Background: an optimization exercise with open tools, aiming at small area, a short achievable clock period and few clock cycles per item. Do not read the settings as production practice.

==> flow/design.v <==
module cordic_core (
    input  wire        clk,
    input  wire        rst,
    input  wire        start,
    input  wire [15:0] angle,
    output wire [15:0] sin_out,
    output wire [15:0] cos_out,
    output reg         busy
);
    reg  [15:0] u, v;        
    reg  [12:0] z;           
    reg  [3:0]  j;           
    reg         pu, pv;      
    reg         lpu, lpv;    
    reg         dv;          
    reg         cu0, cu1;    
    reg         cv0, cv1;    
    assign sin_out = u;
    assign cos_out = v;
    wire acc = start & ~busy;
    wire [13:0] th = angle[13:0];
    wire        d1 = th[13];
    wire        d2 = d1 ? (th >= 14'd13028) : (th >= 14'd3356);
    reg  [15:0] x3, y3;
    reg  [12:0] c3;          
    always @(*) begin
        case ({d1, d2})
            2'b00: begin x3 = 16'd16170; y3 = 16'd1245;  c3 = 13'd801;  end
            2'b01: begin x3 = 16'd13682; y3 = 16'd8707;  c3 = 13'd5911; end
            2'b10: begin x3 = 16'd8707;  y3 = 16'd13682; c3 = 13'd2281; end
            default: begin x3 = 16'd1245; y3 = 16'd16170; c3 = 13'd7391; end
        endcase
    end
    wire [15:0] uini = (angle[14] ? x3 : y3) ^ {16{angle[15]}};
    wire [15:0] vini = (angle[14] ? y3 : x3) ^ {16{angle[15] ^ angle[14]}};
    wire [12:0] at =
        (j == 4'd0)  ? 13'd1297 :
        (j == 4'd1)  ? 13'd651 :
        (j == 4'd2)  ? 13'd326 :
        (j == 4'd3)  ? 13'd163 :
        (j == 4'd4)  ? 13'd81 :
        (j == 4'd5)  ? 13'd41 :
        (j == 4'd6)  ? 13'd20 :
        (j == 4'd7)  ? 13'd10 :
        (j == 4'd8)  ? 13'd5 :
        (j == 4'd9)  ? 13'd3 :
        (j == 4'd10) ? 13'd1 :
        (j == 4'd11) ? 13'd1 : 13'd0;
    wire        d    = ~z[12];                  
    wire        zsub = ~busy | d;
    wire [12:0] za   = busy ? z : angle[12:0];
    wire [12:0] zb   = (busy ? at : c3) ^ {13{zsub}};
    wire [12:0] znxt;
    zadd ZADD (.a(za), .b(zb), .c(zsub), .y(znxt));
    wire        du   = d;                       
    wire        subu = du ^ ~pv;
    wire        subv = dv ^ pu;
    wire        mu   = busy ? ~du : v[15];
    wire        mv   = busy ? dv : u[15];
    wire        fixu = lpu & subu;
    wire        fixv = lpv & subv;
    wire        ciu  = du ? cu1 : cu0;          
    wire        civ  = dv ? cv1 : cv0;          
    wire        fu   = fixu ? ~du : v[15];
    wire        fv   = fixv ? dv : u[15];
    wire [12:0] sv1 = j[0] ? {fu, v[15:4]} : v[15:3];
    wire [12:0] sv2 = j[1] ? {{2{fu}}, sv1[12:2]} : sv1;
    wire [12:0] sv3 = j[2] ? {{4{fu}}, sv2[12:4]} : sv2;
    wire [12:0] sv4 = j[3] ? {{8{fu}}, sv3[12:8]} : sv3;
    wire [12:0] su1 = j[0] ? {fv, u[15:4]} : u[15:3];
    wire [12:0] su2 = j[1] ? {{2{fv}}, su1[12:2]} : su1;
    wire [12:0] su3 = j[2] ? {{4{fv}}, su2[12:4]} : su2;
    wire [12:0] su4 = j[3] ? {{8{fv}}, su3[12:8]} : su3;
    wire [15:0] opu = ({{3{fu}}, sv4} ^ {16{mu}}) ^ {14'd0, fixu, 1'b0};
    wire [15:0] opv = ({{3{fv}}, su4} ^ {16{mv}}) ^ {14'd0, fixv, 1'b0};
    wire [15:0] unxt, vnxt;
    uvadd UADD (.a(u), .b(opu), .c(ciu), .y(unxt));
    uvadd VADD (.a(v), .b(opv), .c(civ), .y(vnxt));
    wire lastn = busy & (j == 4'd10);           
    wire busyn = acc | (busy & (j != 4'd11));
    wire pun   = busy ? pu : angle[15];
    wire pvn   = busy ? pv : angle[15] ^ angle[14];
    wire ku    = ~pvn ^ (lastn & pun);           
    wire kv    = pun ^ (lastn & pvn);            
    always @(posedge clk or posedge rst) begin
        if (rst)
            busy <= 1'b0;
        else
            busy <= busyn;
    end
    always @(posedge clk) begin
        j   <= busy ? j + 4'd1 : (acc ? 4'd0 : 4'd12);
        lpu <= lastn & pu;
        lpv <= lastn & pv;
        z   <= znxt;
        pu  <= pun;
        pv  <= pvn;
        dv  <= ~znxt[12];
        cu0 <= busyn & ku;
        cu1 <= busyn & ~ku;
        cv0 <= busyn & kv;
        cv1 <= busyn & ~kv;
        u <= acc ? uini : unxt;
        v <= acc ? vini : vnxt;
    end
endmodule
module uvadd(input [15:0] a, input [15:0] b, input c, output [15:0] y);
  wire [15:0] p = a ^ b;
  wire [15:0] g0 = a & b;
  wire G_0_c = g0[0] | (p[0] & c);
  wire G_1_c = g0[1] | (p[1] & G_0_c);
  wire G_3_2 = g0[3] | (p[3] & g0[2]);
  wire P_3_2 = p[3] & p[2];
  wire G_5_4 = g0[5] | (p[5] & g0[4]);
  wire P_5_4 = p[5] & p[4];
  wire G_7_6 = g0[7] | (p[7] & g0[6]);
  wire P_7_6 = p[7] & p[6];
  wire G_9_8 = g0[9] | (p[9] & g0[8]);
  wire P_9_8 = p[9] & p[8];
  wire G_11_10 = g0[11] | (p[11] & g0[10]);
  wire P_11_10 = p[11] & p[10];
  wire G_13_12 = g0[13] | (p[13] & g0[12]);
  wire P_13_12 = p[13] & p[12];
  wire G_15_14 = g0[15] | (p[15] & g0[14]);
  wire P_15_14 = p[15] & p[14];
  wire G_2_c = g0[2] | (p[2] & G_1_c);
  wire G_3_c = G_3_2 | (P_3_2 & G_1_c);
  wire G_6_4 = g0[6] | (p[6] & G_5_4);
  wire P_6_4 = p[6] & P_5_4;
  wire G_7_4 = G_7_6 | (P_7_6 & G_5_4);
  wire P_7_4 = P_7_6 & P_5_4;
  wire G_10_8 = g0[10] | (p[10] & G_9_8);
  wire P_10_8 = p[10] & P_9_8;
  wire G_11_8 = G_11_10 | (P_11_10 & G_9_8);
  wire P_11_8 = P_11_10 & P_9_8;
  wire G_14_12 = g0[14] | (p[14] & G_13_12);
  wire P_14_12 = p[14] & P_13_12;
  wire G_15_12 = G_15_14 | (P_15_14 & G_13_12);
  wire P_15_12 = P_15_14 & P_13_12;
  wire G_4_c = g0[4] | (p[4] & G_3_c);
  wire G_5_c = G_5_4 | (P_5_4 & G_3_c);
  wire G_6_c = G_6_4 | (P_6_4 & G_3_c);
  wire G_7_c = G_7_4 | (P_7_4 & G_3_c);
  wire G_12_8 = g0[12] | (p[12] & G_11_8);
  wire P_12_8 = p[12] & P_11_8;
  wire G_13_8 = G_13_12 | (P_13_12 & G_11_8);
  wire P_13_8 = P_13_12 & P_11_8;
  wire G_14_8 = G_14_12 | (P_14_12 & G_11_8);
  wire P_14_8 = P_14_12 & P_11_8;
  wire G_15_8 = G_15_12 | (P_15_12 & G_11_8);
  wire P_15_8 = P_15_12 & P_11_8;
  wire G_8_c = g0[8] | (p[8] & G_7_c);
  wire G_9_c = G_9_8 | (P_9_8 & G_7_c);
  wire G_10_c = G_10_8 | (P_10_8 & G_7_c);
  wire G_11_c = G_11_8 | (P_11_8 & G_7_c);
  wire G_12_c = G_12_8 | (P_12_8 & G_7_c);
  wire G_13_c = G_13_8 | (P_13_8 & G_7_c);
  wire G_14_c = G_14_8 | (P_14_8 & G_7_c);
  wire G_15_c = G_15_8 | (P_15_8 & G_7_c);
  assign y = p ^ {G_14_c, G_13_c, G_12_c, G_11_c, G_10_c, G_9_c, G_8_c, G_7_c, G_6_c, G_5_c, G_4_c, G_3_c, G_2_c, G_1_c, G_0_c, c};
endmodule
module zadd(input [12:0] a, input [12:0] b, input c, output [12:0] y);
  assign y = a + b + {12'd0, c};
endmodule
clock: 5.0 ns
lec_check: 0
abc_area: 1
cap_margin: 20
core_margin: 2
core_utilization: 40
cts_buf_list: sky130_fd_sc_hd__clkbuf_8
setup_slack_margin: 1.5
slew_margin: 20
standard.sh (not shown) runs the stock make flow with config.mk's settings and CLKGATE_MAP_FILE= SYNTH_SCRIPT=/design/flow/synth_recipe.tcl, a recipe that flattens the netlist after the stock synthesis.
==> flow/flow/run.sh <==
#!/bin/bash
set -o pipefail
export BUFFER_PORTS_ARGS="-buffer_cell sky130_fd_sc_hd__buf_1"
cat standard.sh > standard.sh.copy.log
bash standard.sh > standard.log 2>&1
Then changed:
--- a/flow/design.v
+++ b/flow/design.v
@@ -121,44 +121,32 @@
   wire P_11_10 = p[11] & p[10];
   wire G_13_12 = g0[13] | (p[13] & g0[12]);
   wire P_13_12 = p[13] & p[12];
   wire G_15_14 = g0[15] | (p[15] & g0[14]);
   wire P_15_14 = p[15] & p[14];
-  wire G_2_c = g0[2] | (p[2] & G_1_c);
   wire G_3_c = G_3_2 | (P_3_2 & G_1_c);
-  wire G_6_4 = g0[6] | (p[6] & G_5_4);
-  wire P_6_4 = p[6] & P_5_4;
   wire G_7_4 = G_7_6 | (P_7_6 & G_5_4);
   wire P_7_4 = P_7_6 & P_5_4;
-  wire G_10_8 = g0[10] | (p[10] & G_9_8);
-  wire P_10_8 = p[10] & P_9_8;
   wire G_11_8 = G_11_10 | (P_11_10 & G_9_8);
   wire P_11_8 = P_11_10 & P_9_8;
-  wire G_14_12 = g0[14] | (p[14] & G_13_12);
-  wire P_14_12 = p[14] & P_13_12;
   wire G_15_12 = G_15_14 | (P_15_14 & G_13_12);
   wire P_15_12 = P_15_14 & P_13_12;
-  wire G_4_c = g0[4] | (p[4] & G_3_c);
-  wire G_5_c = G_5_4 | (P_5_4 & G_3_c);
-  wire G_6_c = G_6_4 | (P_6_4 & G_3_c);
   wire G_7_c = G_7_4 | (P_7_4 & G_3_c);
-  wire G_12_8 = g0[12] | (p[12] & G_11_8);
-  wire P_12_8 = p[12] & P_11_8;
-  wire G_13_8 = G_13_12 | (P_13_12 & G_11_8);
-  wire P_13_8 = P_13_12 & P_11_8;
-  wire G_14_8 = G_14_12 | (P_14_12 & G_11_8);
-  wire P_14_8 = P_14_12 & P_11_8;
   wire G_15_8 = G_15_12 | (P_15_12 & G_11_8);
   wire P_15_8 = P_15_12 & P_11_8;
+  wire G_15_c = G_15_8 | (P_15_8 & G_7_c);
+  wire G_11_c = G_11_8 | (P_11_8 & G_7_c);
+  wire G_5_c = G_5_4 | (P_5_4 & G_3_c);
+  wire G_9_c = G_9_8 | (P_9_8 & G_7_c);
+  wire G_13_c = G_13_12 | (P_13_12 & G_11_c);
+  wire G_2_c = g0[2] | (p[2] & G_1_c);
+  wire G_4_c = g0[4] | (p[4] & G_3_c);
+  wire G_6_c = g0[6] | (p[6] & G_5_c);
   wire G_8_c = g0[8] | (p[8] & G_7_c);
-  wire G_9_c = G_9_8 | (P_9_8 & G_7_c);
-  wire G_10_c = G_10_8 | (P_10_8 & G_7_c);
-  wire G_11_c = G_11_8 | (P_11_8 & G_7_c);
-  wire G_12_c = G_12_8 | (P_12_8 & G_7_c);
-  wire G_13_c = G_13_8 | (P_13_8 & G_7_c);
-  wire G_14_c = G_14_8 | (P_14_8 & G_7_c);
-  wire G_15_c = G_15_8 | (P_15_8 & G_7_c);
+  wire G_10_c = g0[10] | (p[10] & G_9_c);
+  wire G_12_c = g0[12] | (p[12] & G_11_c);
+  wire G_14_c = g0[14] | (p[14] & G_13_c);
   assign y = p ^ {G_14_c, G_13_c, G_12_c, G_11_c, G_10_c, G_9_c, G_8_c, G_7_c, G_6_c, G_5_c, G_4_c, G_3_c, G_2_c, G_1_c, G_0_c, c};
 endmodule
 module zadd(input [12:0] a, input [12:0] b, input c, output [12:0] y);
   assign y = a + b + {12'd0, c};
 endmodule
After rerunning: Non-clock buffer count rises by 27. Worst setup slack got worse by 0.32 ns. Die area barely changes. Utilization grows by 2.4 points. Final cell count decreases slightly. Design area climbs by a few percent. Clock skew shrinks by 0.0036 ns.
No functional check of the RTL was part of any run of this note.

---

Another version of the RTL of cordic_core (not shown whole).
For scale: roughly 1000 cells after synthesis, roughly 52 I/O pins.
==> module cordic_core, before the edit <==
module cordic_core (
    input  wire        clk,
    input  wire        rst,
    input  wire        start,
    input  wire [15:0] angle,
    output wire [15:0] sin_out,
    output wire [15:0] cos_out,
    output reg         busy
);
    reg  [15:0] u, v;        
    reg  [12:0] z;           
    reg  [3:0]  j;           
    reg  [3:0]  ju;          
    reg         pu, pv;      
    reg         lpu, lpv;    
    reg         dv;          
    reg         cu0, cu1;    
    reg         cv0, cv1;    
    assign sin_out = u;
    assign cos_out = v;
    wire acc = start & ~busy;
    wire [13:0] th = angle[13:0];
    wire        d1 = th[13];
    wire        d2 = d1 ? (th >= 14'd13028) : (th >= 14'd3356);
    reg  [15:0] x3, y3;
    reg  [12:0] c3;          
    always @(*) begin
        case ({d1, d2})
            2'b00: begin x3 = 16'd16170; y3 = 16'd1245;  c3 = 13'd801;  end
            2'b01: begin x3 = 16'd13682; y3 = 16'd8707;  c3 = 13'd5911; end
            2'b10: begin x3 = 16'd8707;  y3 = 16'd13682; c3 = 13'd2281; end
            default: begin x3 = 16'd1245; y3 = 16'd16170; c3 = 13'd7391; end
        endcase
    end
    wire [15:0] uini = (angle[14] ? x3 : y3) ^ {16{angle[15]}};
    wire [15:0] vini = (angle[14] ? y3 : x3) ^ {16{angle[15] ^ angle[14]}};
    wire [12:0] at =
        (j == 4'd0)  ? 13'd1297 :
        (j == 4'd1)  ? 13'd651 :
        (j == 4'd2)  ? 13'd326 :
        (j == 4'd3)  ? 13'd163 :
        (j == 4'd4)  ? 13'd81 :
        (j == 4'd5)  ? 13'd41 :
        (j == 4'd6)  ? 13'd20 :
        (j == 4'd7)  ? 13'd10 :
        (j == 4'd8)  ? 13'd5 :
        (j == 4'd9)  ? 13'd3 :
        (j == 4'd10) ? 13'd1 :
        (j == 4'd11) ? 13'd1 : 13'd0;
    wire        d    = ~z[12];                  
    wire        zsub = ~busy | d;
    wire [12:0] za   = busy ? z : angle[12:0];
    wire [12:0] zb   = (busy ? at : c3) ^ {13{zsub}};
    wire [12:0] znxt;
    zadd ZADD (.a(za), .b(zb), .c(zsub), .y(znxt));
    wire        du   = d;                       
    wire        subu = du ^ ~pv;
    wire        subv = dv ^ pu;
    wire        mu   = busy ? ~du : v[15];
    wire        mv   = busy ? dv : u[15];
    wire        fixu = lpu & subu;
    wire        fixv = lpv & subv;
    wire        ciu  = du ? cu1 : cu0;          
    wire        civ  = dv ? cv1 : cv0;          
    wire        fu   = fixu ? ~du : v[15];
    wire        fv   = fixv ? dv : u[15];
    wire [12:0] sv1 = j[0] ? {fu, v[15:4]} : v[15:3];
    wire [12:0] sv2 = j[1] ? {{2{fu}}, sv1[12:2]} : sv1;
    wire [12:0] sv3 = j[2] ? {{4{fu}}, sv2[12:4]} : sv2;
    wire [12:0] sv4 = j[3] ? {{8{fu}}, sv3[12:8]} : sv3;
    wire [12:0] su1 = ju[0] ? {fv, u[15:4]} : u[15:3];
    wire [12:0] su2 = ju[1] ? {{2{fv}}, su1[12:2]} : su1;
    wire [12:0] su3 = ju[2] ? {{4{fv}}, su2[12:4]} : su2;
    wire [12:0] su4 = ju[3] ? {{8{fv}}, su3[12:8]} : su3;
    wire [15:0] opu = ({{3{fu}}, sv4} ^ {16{mu}}) ^ {14'd0, fixu, 1'b0};
    wire [15:0] opv = ({{3{fv}}, su4} ^ {16{mv}}) ^ {14'd0, fixv, 1'b0};
    wire [15:0] unxt, vnxt;
    uvadd UADD (.a(u), .b(opu), .c(ciu), .y(unxt));
    uvadd VADD (.a(v), .b(opv), .c(civ), .y(vnxt));
    wire lastn = busy & (j == 4'd10);           
    wire busyn = acc | (busy & (j != 4'd11));
    wire pun   = busy ? pu : angle[15];
    wire pvn   = busy ? pv : angle[15] ^ angle[14];
    wire ku    = ~pvn ^ (lastn & pun);           
    wire kv    = pun ^ (lastn & pvn);            
    always @(posedge clk or posedge rst) begin
        if (rst)
            busy <= 1'b0;
        else
            busy <= busyn;
    end
    always @(posedge clk) begin
        j   <= busy ? j + 4'd1 : (acc ? 4'd0 : 4'd12);
        ju  <= busy ? ju + 4'd1 : (acc ? 4'd0 : 4'd12);
        lpu <= lastn & pu;
        lpv <= lastn & pv;
        z   <= znxt;
        pu  <= pun;
        pv  <= pvn;
        dv  <= ~znxt[12];
        cu0 <= busyn & ku;
        cu1 <= busyn & ~ku;
        cv0 <= busyn & kv;
        cv1 <= busyn & ~kv;
        u <= acc ? uini : unxt;
        v <= acc ? vini : vnxt;
    end
endmodule
export LEC_CHECK = 0
export ABC_AREA = 1
export CAP_MARGIN = 20
export CORE_MARGIN = 2
export CORE_UTILIZATION = 40
export CTS_BUF_LIST = sky130_fd_sc_hd__clkbuf_8
export SETUP_SLACK_MARGIN = 1.5
export SLEW_MARGIN = 20
create_clock -name core_clock -period 5.0 [get_ports {clk}]
Scripts as last shown in full above: flow/flow/run.sh
Then changed:
--- a/flow/design.v
+++ b/flow/design.v
@@ -11,7 +11,7 @@
     reg  [12:0] z;           
     reg  [3:0]  j;           
-    reg  [3:0]  ju;          
     reg         pu, pv;      
     reg         lpu, lpv;    
+    reg         nu;          
     reg         dv;          
     reg         cu0, cu1;    
@@ -54,23 +54,22 @@
     wire [12:0] znxt;
     zadd ZADD (.a(za), .b(zb), .c(zsub), .y(znxt));
-    wire        du   = d;                       
-    wire        subu = du ^ ~pv;
+    wire        subu = nu ^ pv;
     wire        subv = dv ^ pu;
-    wire        mu   = busy ? ~du : v[15];
-    wire        mv   = busy ? dv : u[15];
+    wire        mu   = nu;
+    wire        mv   = dv;
     wire        fixu = lpu & subu;
     wire        fixv = lpv & subv;
-    wire        ciu  = du ? cu1 : cu0;          
+    wire        ciu  = nu ? cu1 : cu0;          
     wire        civ  = dv ? cv1 : cv0;          
-    wire        fu   = fixu ? ~du : v[15];
-    wire        fv   = fixv ? dv : u[15];
+    wire        fu   = (~busy | fixu) ? mu : v[15];
+    wire        fv   = (~busy | fixv) ? mv : u[15];
     wire [12:0] sv1 = j[0] ? {fu, v[15:4]} : v[15:3];
     wire [12:0] sv2 = j[1] ? {{2{fu}}, sv1[12:2]} : sv1;
     wire [12:0] sv3 = j[2] ? {{4{fu}}, sv2[12:4]} : sv2;
     wire [12:0] sv4 = j[3] ? {{8{fu}}, sv3[12:8]} : sv3;
-    wire [12:0] su1 = ju[0] ? {fv, u[15:4]} : u[15:3];
-    wire [12:0] su2 = ju[1] ? {{2{fv}}, su1[12:2]} : su1;
-    wire [12:0] su3 = ju[2] ? {{4{fv}}, su2[12:4]} : su2;
-    wire [12:0] su4 = ju[3] ? {{8{fv}}, su3[12:8]} : su3;
+    wire [12:0] su1 = j[0] ? {fv, u[15:4]} : u[15:3];
+    wire [12:0] su2 = j[1] ? {{2{fv}}, su1[12:2]} : su1;
+    wire [12:0] su3 = j[2] ? {{4{fv}}, su2[12:4]} : su2;
+    wire [12:0] su4 = j[3] ? {{8{fv}}, su3[12:8]} : su3;
     wire [15:0] opu = ({{3{fu}}, sv4} ^ {16{mu}}) ^ {14'd0, fixu, 1'b0};
     wire [15:0] opv = ({{3{fv}}, su4} ^ {16{mv}}) ^ {14'd0, fixv, 1'b0};
@@ -82,6 +81,7 @@
     wire pun   = busy ? pu : angle[15];
     wire pvn   = busy ? pv : angle[15] ^ angle[14];
-    wire ku    = ~pvn ^ (lastn & pun);           
+    wire ku    = pvn ^ (lastn & pun);            
     wire kv    = pun ^ (lastn & pvn);            
+    wire [3:0] jn = busy ? ((j == 4'd11) ? 4'd13 : j + 4'd1) : (acc ? 4'd0 : 4'd13);
     always @(posedge clk or posedge rst) begin
         if (rst)
@@ -91,11 +91,11 @@
     end
     always @(posedge clk) begin
-        j   <= busy ? j + 4'd1 : (acc ? 4'd0 : 4'd12);
-        ju  <= busy ? ju + 4'd1 : (acc ? 4'd0 : 4'd12);
-        lpu <= lastn & pu;
-        lpv <= lastn & pv;
-        z   <= znxt;
+        j   <= jn;
+        lpu <= lastn & pun;
+        lpv <= lastn & pvn;
         pu  <= pun;
         pv  <= pvn;
+        z   <= znxt;
+        nu  <= busyn & znxt[12];
         dv  <= ~znxt[12];
         cu0 <= busyn & ku;
@@ -103,6 +103,6 @@
         cv0 <= busyn & kv;
         cv1 <= busyn & ~kv;
-        u <= acc ? uini : unxt;
-        v <= acc ? vini : vnxt;
+        u   <= acc ? uini : unxt;
+        v   <= acc ? vini : vnxt;
     end
 endmodule
Effect: Synthesized cell count rises by 0.48%. Count of clock-buffer cells in the layout is unchanged. Via count grows by 2.5%. Global-route usage rose by 1.1 points. Final area went up by 0.46%. Non-clock buffer count increases by 5. Setup slack is better by 0.011 ns. Utilization grows by 1.5 points. Critical path depth drops by 1.
Function was not checked in any run of this note: the RTL went through the layout flow alone.

==> port drivers added, routing unchanged <==
No port has a modelled driver above. Below, the same layouts with a new extraction and two added sets of constraints. Step 1 assumes that a clkbuf_16 drives the clock port and a buf_2 every other input. Step 2 also shifts input and output timing later by t, the mid clock arrival at the registers, as if the neighbouring blocks saw the same clock. Three values: ideal ports, drivers, drivers and shift; two values: the first two.
run | t, ns | slack for setup (ns) | hold slack, ns | worst register clock-pin slew, ns
the first run of note 1 | 0.416 | 1.587 / 1.587 / 1.322 | 0.417 / 0.400 / 0.544 | 0.09 / 0.09
the second run of note 1 | 0.405 | 1.271 / 1.271 / 1.271 | 0.439 / 0.419 / 0.533 | 0.07 / 0.07
the first run of note 2 | 0.402 | 1.690 / 1.707 / 1.305 | 0.448 / 0.431 / 0.550 | 0.08 / 0.08
the second run of note 2 | 0.410 | 1.701 / 1.721 / 1.310 | 0.422 / 0.409 / 0.560 | 0.08 / 0.08
After both steps every run listed still meets setup and hold. The setup slack of the second run of note 2, which loses most, moves by +0.020 ns with the drivers and by -0.391 ns with both steps.
